This is an optimization exercise on Yosys and OpenROAD, whose aim is small area and a short achievable clock period, not a production implementation.
Where RTL was checked, it was by simulation tests only, not by an equivalence proof against the original.
Power and IR drop assume default switching activity. No driver is modelled on the clock port, so clocking that relies on it looks cheaper here than on a real chip.

==> module shaping_v5, before the edit <==
module shaping_v5(
inp,shapedout,conf,clk,count,rst
    ,r1,r2);
    input [13:0] inp;
    input [11:0] conf;
    input clk;
    input rst;
    output [13:0] shapedout;
    output [11:0] count;
    output r1;
    output r2;
    parameter k = 100;
    parameter l = 200;
    localparam N = k+l+k+1;           
    wire [4:0] tau = conf[4:0];
    wire [4:0] m3  = conf[9:5];
    wire [1:0] sel = conf[11:10];
    reg [11:0] cnt;
    reg rst1;
    reg rst2;      
    reg rst2d;     
    reg [14*N-1:0] dline;
    reg signed [15:0] temp3;
    reg signed [22:0] acc4;
    reg signed [15:0] q3;
    reg signed [22:0] tmpS;
    reg signed [15:0] tmpT;
    reg [22:0] t6lo;
    reg [21:0] t6hi;
    reg signed [1:0] c6;
    reg [13:0] temp7;
    always @(posedge clk) begin
        if (rst)
            cnt <= 12'h001;
        else if (|cnt)
            cnt <= cnt + 1'b1;
        else
            cnt <= 12'h000;
    end
    always @(posedge clk) begin
        rst1  <= rst | (rst1 & (cnt < k+l+k+1));
        rst2  <= rst | rst1;
        rst2d <= rst2;
    end
    always @(posedge clk)
        dline <= {dline[14*(N-1)-1:0], inp};
    wire signed [15:0] d0   = {{2{dline[13]}}, dline[13:0]};
    wire signed [15:0] dk   = {{2{dline[14*k+13]}}, dline[14*k+:14]};
    wire signed [15:0] dkl  = {{2{dline[14*(k+l)+13]}}, dline[14*(k+l)+:14]};
    wire signed [15:0] dklk = {{2{dline[14*(k+l+k)+13]}}, dline[14*(k+l+k)+:14]};
    wire signed [23:0] w4 = {acc4, 1'b0};
    wire signed [23:0] w4s = w4 >>> tau;
    wire signed [22:0] temp5 = tmpS + {{7{tmpT[15]}}, tmpT};
    wire [24:0] lo_sum = {2'b00, t6lo} + {{2{tmpS[22]}}, tmpS} + {{9{tmpT[15]}}, tmpT};
    wire [21:0] t6hi_now = t6hi + {{20{c6[1]}}, c6};
    wire signed [44:0] temp6 = {t6hi_now, t6lo};
    always @(posedge clk)
        q3 <= dklk - dk - dkl;
    always @(posedge clk) begin
        if (rst2 | rst2d) begin
            temp3 <= 16'sd0;
            acc4  <= 23'sd0;
        end else begin
            temp3 <= d0 + q3;
            acc4  <= acc4 + {{7{d0[15]}}, d0} + {{7{q3[15]}}, q3};
        end
    end
    always @(posedge clk) begin
        if (rst2) begin
            tmpS  <= 23'sd0;
            tmpT  <= 16'sd0;
            t6lo  <= 23'd0;
            t6hi  <= 22'd0;
            c6    <= 2'sd0;
        end else begin
            if (tau == 5'd0)
                tmpS <= acc4;
            else if (tau == 5'd31)
                tmpS <= 23'sd0;
            else
                tmpS <= w4s[22:0];
            tmpT  <= (tau == 5'd0) ? 16'sd0 : temp3;
            t6lo  <= lo_sum[22:0];
            t6hi  <= t6hi_now;
            c6    <= lo_sum[24:23];
        end
    end
    wire signed [13:0] inps = inp;
    reg signed [44:0] vsrc;
    always @(*)
        case (sel)
        2'd0: vsrc = inps;
        2'd1: vsrc = temp3;
        2'd2: vsrc = temp5;
        default: vsrc = temp6;
        endcase
    wire signed [44:0] vsh = vsrc >>> m3;
    always @(posedge clk) begin
        if (rst2)
            temp7 <= 14'd0;
        else
            temp7 <= vsh[13:0];
    end
    assign shapedout = temp7;
    assign count = cnt;
    assign r1 = rst1;
    assign r2 = rst2;
endmodule
==> flow/config.mk <==
export PLATFORM = sky130hd
export DESIGN_NAME = shaping_v5
export DESIGN_NICKNAME = shaping_v5
export VERILOG_FILES = /design/flow/design.v
export SDC_FILE = /design/flow/constraint.sdc
export NUM_CORES = 4
export LEC_CHECK = 0
export CAP_MARGIN = 20
export CORE_MARGIN = 2
export CORE_UTILIZATION = 55
export CTS_BUF_LIST = sky130_fd_sc_hd__clkbuf_16
export CTS_CLUSTER_DIAMETER = 110
export CTS_CLUSTER_SIZE = 30
export SLEW_MARGIN = 20
==> flow/constraint.sdc <==
create_clock -name core_clock -period 11.0 [get_ports {clk}]
set_input_delay 2.2000 -clock core_clock [delete_from_list [all_inputs] [get_ports {clk}]]
set_output_delay 2.2000 -clock core_clock [all_outputs]
set_load 0.01 [all_outputs]
standard.sh (not shown) runs the stock make flow with config.mk's settings and CLKGATE_MAP_FILE= SYNTH_SCRIPT=/design/flow/synth_recipe.tcl, a recipe that flattens the netlist after the stock synthesis.
==> flow/flow/run.sh <==
#!/bin/bash
# Standard synthesis, then the standard layout with: a larger setup margin
# for timing repair, plain buffers (buf_4) on the ports instead of delay
# cells, and no dummy loads in clock tree synthesis. The clock period and
# constraints are unchanged.
set -euo pipefail
bash standard.sh synth > synth.log 2>&1
bash standard.sh SETUP_SLACK_MARGIN=7.6 \
  "BUFFER_PORTS_ARGS=-buffer_cell sky130_fd_sc_hd__buf_4" \
  "CTS_ARGS=-sink_clustering_enable -repair_clock_nets -sink_clustering_size 30 -sink_clustering_max_diameter 110 -buf_list sky130_fd_sc_hd__clkbuf_16 -dont_use_dummy_load" \
  finish > layout.log 2>&1
The starting point went through all stages and came out clean.
Edit:
--- a/flow/design.v
+++ b/flow/design.v
@@ -51,9 +51,9 @@
     wire signed [15:0] dklk = {{2{dline[14*(k+l+k)+13]}}, dline[14*(k+l+k)+:14]};
     wire signed [23:0] w4 = {acc4, 1'b0};
     wire signed [23:0] w4s = w4 >>> tau;
     wire signed [22:0] temp5 = tmpS + {{7{tmpT[15]}}, tmpT};
-    wire [24:0] lo_sum = {2'b00, t6lo} + {{2{tmpS[22]}}, tmpS} + {{9{tmpT[15]}}, tmpT};
+    wire [24:0] lo_sum = {2'b00, t6lo} + {{2{temp5[22]}}, temp5};
     wire [21:0] t6hi_now = t6hi + {{20{c6[1]}}, c6};
     wire signed [44:0] temp6 = {t6hi_now, t6lo};
     always @(posedge clk)
         q3 <= dklk - dk - dkl;
The new run passed the timing, design-rule and antenna checks.
Total power is about the same.
Via count fell by 1.7%.
Global-route usage came out lower by 0.59 points.
Area after synthesis drops by 0.51%.
Worst hold slack hardly moves.
No functional check of the RTL was part of the second run of this note.

========
The RTL this note starts from:
==> flow/design.v <==
`timescale 1ns / 1ps
module shaping_v5(
inp,shapedout,conf,clk,count,rst
    ,r1,r2);
    input [13:0] inp;
    input [11:0] conf;
    input clk;
    input rst;
    output [13:0] shapedout;
    output [11:0] count;
    output r1;
    output r2;
    parameter k = 100;
    parameter l = 200;
    localparam N = k+l+k+1;           
    wire [4:0] tau = conf[4:0];
    wire [4:0] m3  = conf[9:5];
    wire [1:0] sel = conf[11:10];
    reg [11:0] cnt;
    reg rst1;
    reg rst2;      
    reg rst2d;     
    reg [14*N-1:0] dline;
    reg signed [14:0] temp2;
    reg signed [15:0] temp3;
    reg signed [22:0] acc4;
    reg signed [22:0] tmpS;
    reg signed [15:0] tmpT;
    reg [22:0] t6lo;
    reg [21:0] t6hi;
    reg signed [2:0] c6;
    reg [13:0] temp7;
    always @(posedge clk) begin
        if (rst)
            cnt <= 12'h001;
        else if (|cnt)
            cnt <= cnt + 1'b1;
        else
            cnt <= 12'h000;
    end
    always @(posedge clk) begin
        rst1 <= rst | (rst1 & (cnt < k+l+k+1));
        rst2 <= rst | rst1;
        rst2d <= rst2;
    end
    always @(posedge clk)
        dline <= {dline[14*(N-1)-1:0], inp};
    wire signed [15:0] d0   = {{2{dline[13]}}, dline[13:0]};
    wire signed [15:0] dk1  = {{2{dline[14*(k+1)+13]}}, dline[14*(k+1)+:14]};
    wire signed [14:0] dkl  = {dline[14*(k+l)+13], dline[14*(k+l)+:14]};
    wire signed [14:0] dklk = {dline[14*(k+l+k)+13], dline[14*(k+l+k)+:14]};
    wire signed [23:0] w4 = {acc4, 1'b0};
    wire signed [23:0] w4s = w4 >>> tau;
    wire [24:0] lo_sum = t6lo + tmpS[22:0] + {{7{tmpT[15]}}, tmpT};
    wire [21:0] t6hi_now = t6hi + {{19{c6[2]}}, c6};
    wire signed [44:0] temp6 = {t6hi_now, t6lo};
    wire signed [22:0] temp5 = tmpS + {{7{tmpT[15]}}, tmpT};
    always @(posedge clk) begin
        if (rst2) begin
            temp2 <= 15'sd0;
            tmpS  <= 23'sd0;
            tmpT  <= 16'sd0;
            t6lo  <= 23'd0;
            t6hi  <= 22'd0;
            c6    <= 3'sd0;
        end else begin
            temp2 <= dkl - dklk;
            if (tau == 5'd0)
                tmpS <= acc4;
            else if (tau == 5'd31)
                tmpS <= 23'sd0;
            else
                tmpS <= w4s[22:0];
            tmpT  <= (tau == 5'd0) ? 16'sd0 : temp3;
            t6lo  <= lo_sum[22:0];
            t6hi  <= t6hi_now;
            c6    <= {1'b0, lo_sum[24:23]} - {2'b00, tmpS[22]} - {2'b00, tmpT[15]};
        end
    end
    always @(posedge clk) begin
        if (rst2 | rst2d) begin
            temp3 <= 16'sd0;
            acc4  <= 23'sd0;
        end else begin
            temp3 <= d0 - dk1 - {temp2[14], temp2};
            acc4  <= acc4 + {{7{d0[15]}}, d0} - {{7{dk1[15]}}, dk1} - {{8{temp2[14]}}, temp2};
        end
    end
    wire signed [13:0] inps = inp;
    reg signed [44:0] vsrc;
    always @(*)
        case (sel)
        2'd0: vsrc = inps;
        2'd1: vsrc = temp3;
        2'd2: vsrc = temp5;
        default: vsrc = temp6;
        endcase
    wire signed [44:0] vsh = vsrc >>> m3;
    always @(posedge clk) begin
        if (rst2)
            temp7 <= 14'd0;
        else
            temp7 <= vsh[13:0];
    end
    assign shapedout = temp7;
    assign count = cnt;
    assign r1 = rst1;
    assign r2 = rst2;
endmodule
Settings: LEC_CHECK=0, CAP_MARGIN=20, CORE_MARGIN=2, CORE_UTILIZATION=55, CTS_BUF_LIST=sky130_fd_sc_hd__clkbuf_16, CTS_CLUSTER_DIAMETER=60, CTS_CLUSTER_SIZE=30, SLEW_MARGIN=20; clock period 11.0 ns.
==> flow/flow/run.sh <==
#!/bin/bash
# Standard synthesis, then the standard layout with a larger setup margin for
# timing repair (the clock period and constraints are unchanged).
set -euo pipefail
bash standard.sh synth > synth.log 2>&1
bash standard.sh SETUP_SLACK_MARGIN=7.6 finish > layout.log 2>&1
==> next run, changes <==
==> flow/design.v (replaced) <==
`timescale 1ns / 1ps
module shaping_v5(
inp,shapedout,conf,clk,count,rst
    ,r1,r2);
    input [13:0] inp;
    input [11:0] conf;
    input clk;
    input rst;
    output [13:0] shapedout;
    output [11:0] count;
    output r1;
    output r2;
    parameter k = 100;
    parameter l = 200;
    localparam N = k+l+k+2;           
    wire [4:0] tau = conf[4:0];
    wire [4:0] m3  = conf[9:5];
    wire [1:0] sel = conf[11:10];
    reg [11:0] cnt;
    reg rst1;
    reg rst2;      
    reg rst2d;     
    reg [14*N-1:0] dline;
    reg signed [15:0] temp3;
    reg signed [22:0] temp4;
    reg signed [22:0] tmpS;
    reg signed [15:0] tmpT;
    reg signed [44:0] temp6;
    reg [13:0] temp7;
    always @(posedge clk) begin
        if (rst)
            cnt <= 12'h001;
        else if (|cnt)
            cnt <= cnt + 1'b1;
        else
            cnt <= 12'h000;
    end
    always @(posedge clk) begin
        rst1  <= rst | (rst1 & (cnt < k+l+k+1));
        rst2  <= rst | rst1;
        rst2d <= rst2;
    end
    always @(posedge clk)
        dline <= {dline[14*(N-1)-1:0], inp};
    wire signed [15:0] d0   = {{2{dline[13]}}, dline[13:0]};
    wire signed [15:0] dk   = {{2{dline[14*(k+1)+13]}}, dline[14*(k+1)+:14]};
    wire signed [15:0] dkl  = {{2{dline[14*(k+l+1)+13]}}, dline[14*(k+l+1)+:14]};
    wire signed [15:0] dklk = {{2{dline[14*(k+l+k+1)+13]}}, dline[14*(k+l+k+1)+:14]};
    wire signed [22:0] step4 = temp4 + {{7{temp3[15]}}, temp3};
    wire signed [23:0] w4 = {step4, 1'b0};
    wire signed [23:0] w4s = w4 >>> tau;
    wire signed [22:0] temp5 = tmpS + {{7{tmpT[15]}}, tmpT};
    always @(posedge clk) begin
        if (rst2 | rst2d)
            temp3 <= 16'sd0;
        else
            temp3 <= (d0 - dk) - (dkl - dklk);
    end
    always @(posedge clk) begin
        if (rst2) begin
            temp4 <= 23'sd0;
            tmpS  <= 23'sd0;
            tmpT  <= 16'sd0;
            temp6 <= 45'sd0;
        end else begin
            temp4 <= step4;
            if (tau == 5'd0)
                tmpS <= step4;
            else if (tau == 5'd31)
                tmpS <= 23'sd0;
            else
                tmpS <= w4s[22:0];
            tmpT  <= (tau == 5'd0) ? 16'sd0 : temp3;
            temp6 <= temp6 + {{22{tmpS[22]}}, tmpS} + {{29{tmpT[15]}}, tmpT};
        end
    end
    wire signed [13:0] inps = inp;
    reg signed [44:0] vsrc;
    always @(*)
        case (sel)
        2'd0: vsrc = inps;
        2'd1: vsrc = temp3;
        2'd2: vsrc = temp5;
        default: vsrc = temp6;
        endcase
    wire signed [44:0] vsh = vsrc >>> m3;
    always @(posedge clk) begin
        if (rst2)
            temp7 <= 14'd0;
        else
            temp7 <= vsh[13:0];
    end
    assign shapedout = temp7;
    assign count = cnt;
    assign r1 = rst1;
    assign r2 = rst2;
endmodule
What happened:
- The changed run produced a clean layout
- via count came out higher by about 2.5%
- utilization came out higher by 0.50 points
- wire length came out higher by 4.7%
- setup slack is better by 0.50 ns
- worst hold slack is worse by 0.012 ns
- power came out lower by 0.42%
- cell count came out higher by about 1.3%
- die area hardly moves
Function not checked in the first run of this note: the RTL went through the layout flow alone.

port drivers added, routing unchanged:
How much do the figures lean on ideal ports? The routed layouts below were timed once more, with nothing changed but the port constraints. Step 1 assumes that a clkbuf_16 drives the clock port and a buf_2 every other input. Step 2 also shifts input and output timing later by t, the mid clock arrival at the registers, as if the neighbouring blocks saw the same clock. Three values: no drivers, after step 1, after step 2; two values: the first two.
| run | t, ns | setup WS [ns] | worst setup path at the end | slew at the worst register clock pin (ns) | cell pins on the clock port's net |
|---|---|---|---|---|---|
| the first run of note 1 | 0.888 | 7.380 / 7.294 / 6.511 | input to register | 0.12 / 0.12 | 1 |
| the second run of note 1 | 0.897 | 6.845 / 6.845 / 6.201 | input to register | 0.12 / 0.12 | 1 |
| the first run of note 2 | 0.927 | 6.714 / 6.714 / 6.020 | input to register | 0.10 / 0.10 | 1 |
| the second run of note 2 | 0.921 | 7.218 / 7.218 / 6.446 | input to register | 0.11 / 0.11 | 1 |
After both steps every run listed still meets setup and hold. The setup slack of the first run of note 1, which loses most, moves by -0.086 ns with the drivers and by -0.869 ns with both steps.
